This design comes from an exercise in tuning for small area on the open sky130 flow, not from production work.
Only simulation tests tie the RTL to the original design; equivalence was not proved.
The flow treats the clock pin as an ideal source, which a real chip does not have.

Setup of exp/amber:
## clmul_top
module clmul_top (
    input  wire         clk,
    input  wire [63:0]  a,
    input  wire [63:0]  b,
    output wire [127:0] p
);
reg  [63:0]  a_q;
reg  [63:0]  b_q;
reg  [127:0] p_q;
wire [127:0] prod;
Multiplier #(.n(64)) u_mul (
    .A(a_q),
    .B(b_q),
    .result(prod)
);
always @(posedge clk) begin
    a_q <= a;
    b_q <= b;
    p_q <= prod;
end
assign p = p_q;
endmodule
clock: 5.0 ns
lec_check: 0
cap_margin: 20
core_margin: 2
core_utilization: 45
slew_margin: 20
standard.sh (not shown) runs the stock make flow with config.mk's settings and CLKGATE_MAP_FILE= SYNTH_SCRIPT=/design/flow/synth_recipe.tcl, a recipe that flattens the netlist after the stock synthesis.
==> flow/flow/run.sh <==
#!/bin/bash
# Standard synthesis, then every gate set back to its smallest drive strength
# (the layout's timing repair upsizes only what it must), then the standard
# layout with the ports buffered by buf_1 cells.
set -euo pipefail
bash standard.sh synth > synth.log 2>&1
openroad -no_init -exit flow/downsize.tcl > downsize.log 2>&1
export BUFFER_PORTS_ARGS="-buffer_cell sky130_fd_sc_hd__buf_1"
bash standard.sh > layout.log 2>&1
==> flow/flow/downsize.tcl <==
# Set every combinational gate of the synthesized netlist to drive strength 1
# and remove the synthesis buffers. Registers keep their cells.
set res orfs/results/$::env(FLOW_PLATFORM)/clmul_top/base
read_liberty $::env(FLOW_HOME)/platforms/sky130hd/lib/sky130_fd_sc_hd__tt_025C_1v80.lib
read_db $res/1_synth.odb
set bufs {}
foreach inst [get_cells *] {
  set m [get_property $inst ref_name]
  if {[regexp {^sky130_fd_sc_hd__(buf|clkbuf)_\d+$} $m]} { lappend bufs $inst }
}
puts "removing [llength $bufs] buffers"
remove_buffers $bufs
set n 0
foreach inst [get_cells *] {
  set m [get_property $inst ref_name]
  if {[regexp {^(sky130_fd_sc_hd__\w+)_(\d+)$} $m -> base sz] && $sz > 1
      && ![string match *df* $base] && ![string match *conb* $base]} {
    set lc [get_lib_cells -quiet ${base}_1]
    if {$lc ne ""} {
      replace_cell $inst $lc
      incr n
    }
  }
}
puts "downsized $n cells"
write_db $res/1_synth.odb
exp/amber: flow completed, timing, DRC and antenna clean
Inputs modified between exp/amber and exp/pepper:
- CTS_BUF_LIST newly set to sky130_fd_sc_hd__clkbuf_4
- GPL_TIMING_DRIVEN newly set to 0
- SETUP_SLACK_MARGIN newly set to 0.4
### Flow results
- Diff exp/amber -> exp/pepper: hold slack now smaller, horizontal die dimension essentially unchanged, relative max-transition margin went up.
- Between exp/pepper and exp/amber, the clock skew is lower for exp/amber.
- Area growth from synthesis to layout on exp/pepper is down relative to exp/amber.
- Between exp/pepper and exp/amber, the design area is higher for exp/amber.
- HPWL after detailed placement shrinks by a little under 10% when moving from exp/amber to exp/pepper.
## Diff of input files: exp/umber against exp/pepper
- CTS_BUF_LIST: sky130_fd_sc_hd__clkbuf_4 -> unset
- GPL_TIMING_DRIVEN: 0 -> unset
- SETUP_SLACK_MARGIN: 0.4 -> unset
==> flow/run.sh (new file) <==
#!/bin/bash
# synth_recipe.tcl (not shown) runs the flow's synth.tcl, then flattens the netlist and writes it again
# the make line also repeats each setting of config.mk as NAME=value (left out here)
make -C /OpenROAD-flow-scripts/flow DESIGN_CONFIG=/design/flow/config.mk WORK_HOME=/design/flow/orfs CLKGATE_MAP_FILE= SYNTH_SCRIPT=/design/flow/synth_recipe.tcl finish
removed: flow/flow/run.sh
removed: flow/flow/downsize.tcl
removed: flow/standard.sh
==> run notes <==
- Total number of H-tree levels sits lower in exp/umber than in exp/pepper.
- On netlist area before placement, exp/pepper beats exp/umber.
- [exp/umber vs exp/pepper] number of non-filler instances in the completed layout: higher in exp/umber
- Of the two values seen for origin of the worst setup path, b_q[49] was produced by exp/umber and b_q[52] by exp/pepper.
- exp/umber vs. exp/pepper: via count went up by 776.
- The wire length per cell in exp/umber is 1.08 times that in exp/pepper.
- Delta (exp/umber minus exp/pepper): critical path depth saw little to no change; clock-buffer cell count now sits lower.

========
clmul_top, a different RTL version from the one above (not shown whole).
For scale: ~3900 cells after synthesis.
Settings: LEC_CHECK=0, CAP_MARGIN=20, CORE_MARGIN=2, CORE_UTILIZATION=60, CTS_BUF_LIST=sky130_fd_sc_hd__clkbuf_4, CTS_CLUSTER_DIAMETER=70, CTS_CLUSTER_SIZE=10, GPL_TIMING_DRIVEN=0, PLACE_DENSITY=0.8, SETUP_SLACK_MARGIN=0.3, SLEW_MARGIN=20; clock period 5.0 ns.
==> flow/flow/run.sh <==
#!/bin/bash
set -euo pipefail
W=$PWD
R=$W/orfs/results/$FLOW_PLATFORM/clmul_top/base
{ cat flow/synth_pre.tcl; sed '1s/-noshare /-noshare -noabc /' synth_recipe.tcl; } > my_synth.tcl
grep -q -- '-noshare -noabc' my_synth.tcl
sed "s#SYNTH_SCRIPT=[^ ]*#SYNTH_SCRIPT=$W/my_synth.tcl#" standard.sh > my_standard.sh
grep -q "SYNTH_SCRIPT=$W/my_synth.tcl" my_standard.sh
export FLOW_GATES_MAP=$W/flow/gates_map.v
bash my_standard.sh "$R/1_2_yosys.v" > synth.log 2>&1
python3 flow/absorb_inv.py "$R/1_2_yosys.v" "$W/absorbed.v" > absorb.log 2>&1
python3 flow/skew_clk.py "$W/absorbed.v" "$W/skewed.v" sky130_fd_sc_hd__clkbuf_2 > skew.log 2>&1
cp "$W/skewed.v" "$R/1_2_yosys.v"
# All p[*] pins on the bottom edge (flow/pins.tcl).
export PRE_IO_PLACEMENT_TCL=$W/flow/pins.tcl
export BUFFER_PORTS_ARGS="-buffer_cell sky130_fd_sc_hd__buf_1"
export CTS_ARGS="-sink_clustering_enable -repair_clock_nets -sink_clustering_size 8 -sink_clustering_max_diameter 70 -buf_list sky130_fd_sc_hd__clkbuf_8 -root_buf sky130_fd_sc_hd__clkbuf_16 -no_insertion_delay -dont_use_dummy_load"
bash my_standard.sh > layout.log 2>&1
==> flow/flow/pins.tcl <==
set names {}
for {set i 0} {$i < 128} {incr i} { lappend names "p\[$i\]" }
set_io_pin_constraint -region bottom:* -pin_names $names
==> flow/flow/skew_clk.py <==
#!/usr/bin/env python3
"""Clock the product registers (p_q) through one delay cell, so their clock
arrives a little after the operand registers' (a_q, b_q): useful skew for the
register-to-register paths through the multiplier. The paths from the inputs
and to the outputs are not helped by it (the output paths lose the skew).
Usage: skew_clk.py IN.v OUT.v CELL"""
import re, sys
src = open(sys.argv[1]).read()
cell = sys.argv[3]
pat = re.compile(r'(sky130_fd_sc_hd__dfxtp_\d+ \\p_q\[\d+\]\$_DFF_P_ \(\s*\.CLK\()clk(\))')
src, n = pat.subn(r'\1clk_skew\2', src)
assert n > 0
src, m = re.subn(r'^(\s*wire clk;\n)', r'\1  wire clk_skew;\n', src, count=1, flags=re.M)
assert m == 1
inst = '  %s clk_skew_dly (\n    .A(clk),\n    .X(clk_skew)\n  );\nendmodule' % cell
i = src.rindex('endmodule')
src = src[:i] + inst + src[i + len('endmodule'):]
open(sys.argv[2], 'w').write(src)
print('moved %d registers to the skewed clock through %s' % (n, cell))
Other scripts of this flow, unchanged in this note and not shown: flow/flow/absorb_inv.py, flow/flow/gates_map.v, flow/flow/synth_pre.tcl
Edit:
--- a/flow/flow/run.sh
+++ b/flow/flow/run.sh
@@ -12,7 +12,5 @@
 python3 flow/skew_clk.py "$W/absorbed.v" "$W/skewed.v" sky130_fd_sc_hd__clkbuf_2 > skew.log 2>&1
 cp "$W/skewed.v" "$R/1_2_yosys.v"
-# All p[*] pins on the bottom edge (flow/pins.tcl).
-export PRE_IO_PLACEMENT_TCL=$W/flow/pins.tcl
 export BUFFER_PORTS_ARGS="-buffer_cell sky130_fd_sc_hd__buf_1"
-export CTS_ARGS="-sink_clustering_enable -repair_clock_nets -sink_clustering_size 8 -sink_clustering_max_diameter 70 -buf_list sky130_fd_sc_hd__clkbuf_8 -root_buf sky130_fd_sc_hd__clkbuf_16 -no_insertion_delay -dont_use_dummy_load"
+export CTS_ARGS="-sink_clustering_enable -repair_clock_nets -sink_clustering_size 8 -sink_clustering_max_diameter 70 -buf_list {sky130_fd_sc_hd__clkbuf_4 sky130_fd_sc_hd__clkbuf_8} -sink_buffer_max_cap_derate 0.2 -root_buf sky130_fd_sc_hd__clkbuf_16 -no_insertion_delay -dont_use_dummy_load"
 bash my_standard.sh > layout.log 2>&1
removed: flow/flow/pins.tcl
- The new run completed with no timing, DRC or antenna violations
- hold slack gets worse by 0.21 ns
- design area came out lower by 0.95%
- synthesized cell count stays the same
- setup slack improved by 0.39 ns
- final cell count is unchanged
Edit:
==> flow/flow/run.sh (replaced) <==
#!/bin/bash
# Own flow: the standard synthesis script, except that the gates are mapped
# one to one onto sky130 cells (no ABC restructuring), inverters folded into
# XOR/XNOR gates, every gate at drive strength 1; then the standard layout
# with the ports buffered by buf_1 cells and no CTS dummy loads. Each tool's output goes to its own
# log here.
set -euo pipefail
W=$PWD
R=$W/orfs/results/$FLOW_PLATFORM/clmul_top/base
{ cat flow/synth_pre.tcl; sed '1s/-noshare /-noshare -noabc /' synth_recipe.tcl; } > my_synth.tcl
grep -q -- '-noshare -noabc' my_synth.tcl
sed "s#SYNTH_SCRIPT=[^ ]*#SYNTH_SCRIPT=$W/my_synth.tcl#" standard.sh > my_standard.sh
grep -q "SYNTH_SCRIPT=$W/my_synth.tcl" my_standard.sh
export FLOW_GATES_MAP=$W/flow/gates_map.v
bash my_standard.sh "$R/1_2_yosys.v" > synth.log 2>&1
python3 flow/absorb_inv.py "$R/1_2_yosys.v" "$W/absorbed.v" > absorb.log 2>&1
cp "$W/absorbed.v" "$R/1_2_yosys.v"
export BUFFER_PORTS_ARGS="-buffer_cell sky130_fd_sc_hd__buf_1"
# CTS as ORFS runs it with the settings in config.mk, but without the dummy
# load cells that CTS adds to even out the leaf capacitances.
export CTS_ARGS="-sink_clustering_enable -repair_clock_nets -sink_clustering_size 10 -sink_clustering_max_diameter 70 -buf_list sky130_fd_sc_hd__clkbuf_4 -dont_use_dummy_load"
bash my_standard.sh > layout.log 2>&1
--- a/flow/config.mk
+++ b/flow/config.mk
@@ -14,4 +14,4 @@
 export GPL_TIMING_DRIVEN = 0
 export PLACE_DENSITY = 0.8
-export SETUP_SLACK_MARGIN = 0.3
+export SETUP_SLACK_MARGIN = 0.2
 export SLEW_MARGIN = 20
removed: flow/flow/skew_clk.py
- die area hardly moves
- setup slack is worse by 0.47 ns
- register-to-register slack is worse by 0.47 ns
- sequential share of layout area stays flat
- wire length shrinks by 1.7%
- global-route usage is lower by 1.0 points
- utilization went up by 0.17 points
- flip-flop and latch count does not change
- non-clock buffer count is lower by 2
- fmax decreases by 9.5%
Edit:
--- a/flow/flow/run.sh
+++ b/flow/flow/run.sh
@@ -3,5 +3,5 @@
 # one to one onto sky130 cells (no ABC restructuring), inverters folded into
 # XOR/XNOR gates, every gate at drive strength 1; then the standard layout
-# with the ports buffered by buf_1 cells and no CTS dummy loads. Each tool's output goes to its own
+# with the ports buffered by buf_1 cells. Each tool's output goes to its own
 # log here.
 set -euo pipefail
@@ -17,6 +17,3 @@
 cp "$W/absorbed.v" "$R/1_2_yosys.v"
 export BUFFER_PORTS_ARGS="-buffer_cell sky130_fd_sc_hd__buf_1"
-# CTS as ORFS runs it with the settings in config.mk, but without the dummy
-# load cells that CTS adds to even out the leaf capacitances.
-export CTS_ARGS="-sink_clustering_enable -repair_clock_nets -sink_clustering_size 10 -sink_clustering_max_diameter 70 -buf_list sky130_fd_sc_hd__clkbuf_4 -dont_use_dummy_load"
 bash my_standard.sh > layout.log 2>&1
--- a/flow/config.mk
+++ b/flow/config.mk
@@ -14,4 +14,4 @@
 export GPL_TIMING_DRIVEN = 0
 export PLACE_DENSITY = 0.8
-export SETUP_SLACK_MARGIN = 0.2
+export SETUP_SLACK_MARGIN = 0.3
 export SLEW_MARGIN = 20
Outcome:
- The changed run passed the timing, DRC and antenna checks
- routed wire length increases by 0.39%
- worst setup slack gets better by 0.18 ns
- synthesized area does not change
- hold slack stays flat
- utilization came out higher by 0.60 points
Edit:
==> flow/flow/run.sh (replaced) <==
#!/bin/bash
set -euo pipefail
W=$PWD
R=$W/orfs/results/$FLOW_PLATFORM/clmul_top/base
{ cat flow/synth_pre.tcl; sed '1s/-noshare /-noshare -noabc /' synth_recipe.tcl; } > my_synth.tcl
grep -q -- '-noshare -noabc' my_synth.tcl
sed "s#SYNTH_SCRIPT=[^ ]*#SYNTH_SCRIPT=$W/my_synth.tcl#" standard.sh > my_standard.sh
grep -q "SYNTH_SCRIPT=$W/my_synth.tcl" my_standard.sh
export FLOW_GATES_MAP=$W/flow/gates_map.v
bash my_standard.sh "$R/1_2_yosys.v" > synth.log 2>&1
python3 flow/absorb_inv.py "$R/1_2_yosys.v" "$W/absorbed.v" > absorb.log 2>&1
python3 flow/skew_clk.py "$W/absorbed.v" "$W/skewed.v" sky130_fd_sc_hd__clkbuf_2 > skew.log 2>&1
cp "$W/skewed.v" "$R/1_2_yosys.v"
export BUFFER_PORTS_ARGS="-buffer_cell sky130_fd_sc_hd__buf_1"
export CTS_ARGS="-sink_clustering_enable -repair_clock_nets -sink_clustering_size 8 -sink_clustering_max_diameter 70 -buf_list sky130_fd_sc_hd__clkbuf_4 -root_buf sky130_fd_sc_hd__clkbuf_16 -no_insertion_delay -dont_use_dummy_load"
export POST_CTS_TCL=$W/flow/clk_slew.tcl
bash my_standard.sh > layout.log 2>&1
==> flow/flow/clk_slew.tcl (new file) <==
set_propagated_clock [all_clocks]
estimate_parasitics -placement
set n 0
foreach inst [get_cells *] {
  if {[get_property $inst ref_name] ne "sky130_fd_sc_hd__clkbuf_4"} { continue }
  set pin [get_pins -of_objects $inst -filter "direction == output"]
  set s [get_property $pin slew_max]
  if {$s > 0.085} {
    replace_cell $inst [get_lib_cells sky130_fd_sc_hd__clkbuf_8]
    incr n
  }
}
puts "clk_slew.tcl: upsized $n clock buffers to clkbuf_8"
detailed_placement
check_placement -verbose
==> flow/flow/skew_clk.py (new file) <==
#!/usr/bin/env python3
"""Clock the product registers (p_q) through one delay cell, so their clock
arrives a little after the operand registers' (a_q, b_q): useful skew for the
register-to-register paths through the multiplier. The paths from the inputs
and to the outputs are not helped by it (the output paths lose the skew).
Usage: skew_clk.py IN.v OUT.v CELL"""
import re, sys
src = open(sys.argv[1]).read()
cell = sys.argv[3]
pat = re.compile(r'(sky130_fd_sc_hd__dfxtp_\d+ \\p_q\[\d+\]\$_DFF_P_ \(\s*\.CLK\()clk(\))')
src, n = pat.subn(r'\1clk_skew\2', src)
assert n > 0
src, m = re.subn(r'^(\s*wire clk;\n)', r'\1  wire clk_skew;\n', src, count=1, flags=re.M)
assert m == 1
inst = '  %s clk_skew_dly (\n    .A(clk),\n    .X(clk_skew)\n  );\nendmodule' % cell
i = src.rindex('endmodule')
src = src[:i] + inst + src[i + len('endmodule'):]
open(sys.argv[2], 'w').write(src)
print('moved %d registers to the skewed clock through %s' % (n, cell))
After rerunning: Critical path depth is unchanged. Synthesized cell count is about the same. Maximum frequency went up by about 7.5%. Via count barely changes. Hold slack is worse by 0.070 ns. Non-clock buffer count went up by 2. Area after synthesis is about the same.
Edit:
--- a/flow/flow/run.sh
+++ b/flow/flow/run.sh
@@ -13,5 +13,4 @@
 cp "$W/skewed.v" "$R/1_2_yosys.v"
 export BUFFER_PORTS_ARGS="-buffer_cell sky130_fd_sc_hd__buf_1"
-export CTS_ARGS="-sink_clustering_enable -repair_clock_nets -sink_clustering_size 8 -sink_clustering_max_diameter 70 -buf_list sky130_fd_sc_hd__clkbuf_4 -root_buf sky130_fd_sc_hd__clkbuf_16 -no_insertion_delay -dont_use_dummy_load"
-export POST_CTS_TCL=$W/flow/clk_slew.tcl
+export CTS_ARGS="-sink_clustering_enable -repair_clock_nets -sink_clustering_size 8 -sink_clustering_max_diameter 70 -buf_list sky130_fd_sc_hd__clkbuf_8 -root_buf sky130_fd_sc_hd__clkbuf_16 -no_insertion_delay -dont_use_dummy_load"
 bash my_standard.sh > layout.log 2>&1
--- a/flow/config.mk
+++ b/flow/config.mk
@@ -8,10 +8,10 @@
 export CAP_MARGIN = 20
 export CORE_MARGIN = 2
-export CORE_UTILIZATION = 60
+export CORE_UTILIZATION = 66
 export CTS_BUF_LIST = sky130_fd_sc_hd__clkbuf_4
 export CTS_CLUSTER_DIAMETER = 70
 export CTS_CLUSTER_SIZE = 10
 export GPL_TIMING_DRIVEN = 0
-export PLACE_DENSITY = 0.8
+export PLACE_DENSITY = 0.86
 export SETUP_SLACK_MARGIN = 0.3
 export SLEW_MARGIN = 20
removed: flow/flow/clk_slew.tcl
Outcome: The changed run produced a clean layout; clock skew is lower by 0.025 ns; routed wire length is lower by 3.8%; clock-buffer cell count is unchanged; utilization is higher by 6.5 points; area after synthesis does not change; worst setup slack loses 0.18 ns; design area is about the same.

## what the ideal ports hide
How much do the figures lean on ideal ports? The routed layouts below were timed once more, with nothing changed but the port constraints. Step 1 (the two cells are an assumption about what drives the block):
set clk [get_ports {clk}]
set_driving_cell -lib_cell sky130_fd_sc_hd__clkbuf_16 $clk
set_driving_cell -lib_cell sky130_fd_sc_hd__buf_2 [delete_from_list [all_inputs] $clk]
Step 2, shift: input delay + t, output delay - t, t = (earliest + latest rising clock arrival at the registers) / 2. This alone moves slack from input paths to output paths. Slacks: ideal ports / drivers / drivers and shift; pairs: ideal ports / drivers.
run	shift t [ns]	setup WS [ns]	clock arrival spread, ns	worst register clock-pin slew, ns	worst data-port slew with drivers (ns)
exp/amber	0.670	0.468 / 0.468 / 0.468	0.024 / 0.024	0.07 / 0.07	0.04
exp/pepper	0.905	0.203 / 0.203 / 0.203	0.046 / 0.045	0.07 / 0.07	0.05
exp/umber	0.689	0.290 / 0.290 / 0.290	0.028 / 0.027	0.08 / 0.08	0.05
the first run of note 2	0.702	0.164 / 0.164 / 0.164	0.577 / 0.577	0.09 / 0.09	0.04
the second run of note 2	0.801	0.555 / 0.555 / 0.555	0.783 / 0.782	0.12 / 0.12	0.04
the third run of note 2	0.839	0.086 / 0.086 / 0.086	0.123 / 0.123	0.12 / 0.12	0.04
the fourth run of note 2	0.864	0.266 / 0.266 / 0.266	0.078 / 0.078	0.11 / 0.11	0.04
the fifth run of note 2	0.803	0.596 / 0.596 / 0.596	0.794 / 0.794	0.12 / 0.12	0.04
the sixth run of note 2	0.783	0.414 / 0.414 / 0.414	0.773 / 0.773	0.11 / 0.11	0.04
Clock arrivals are far apart in the first run of note 2, the second run of note 2, the fifth run of note 2 and the sixth run of note 2, so t is only a midpoint there and step 2 fits no single register.
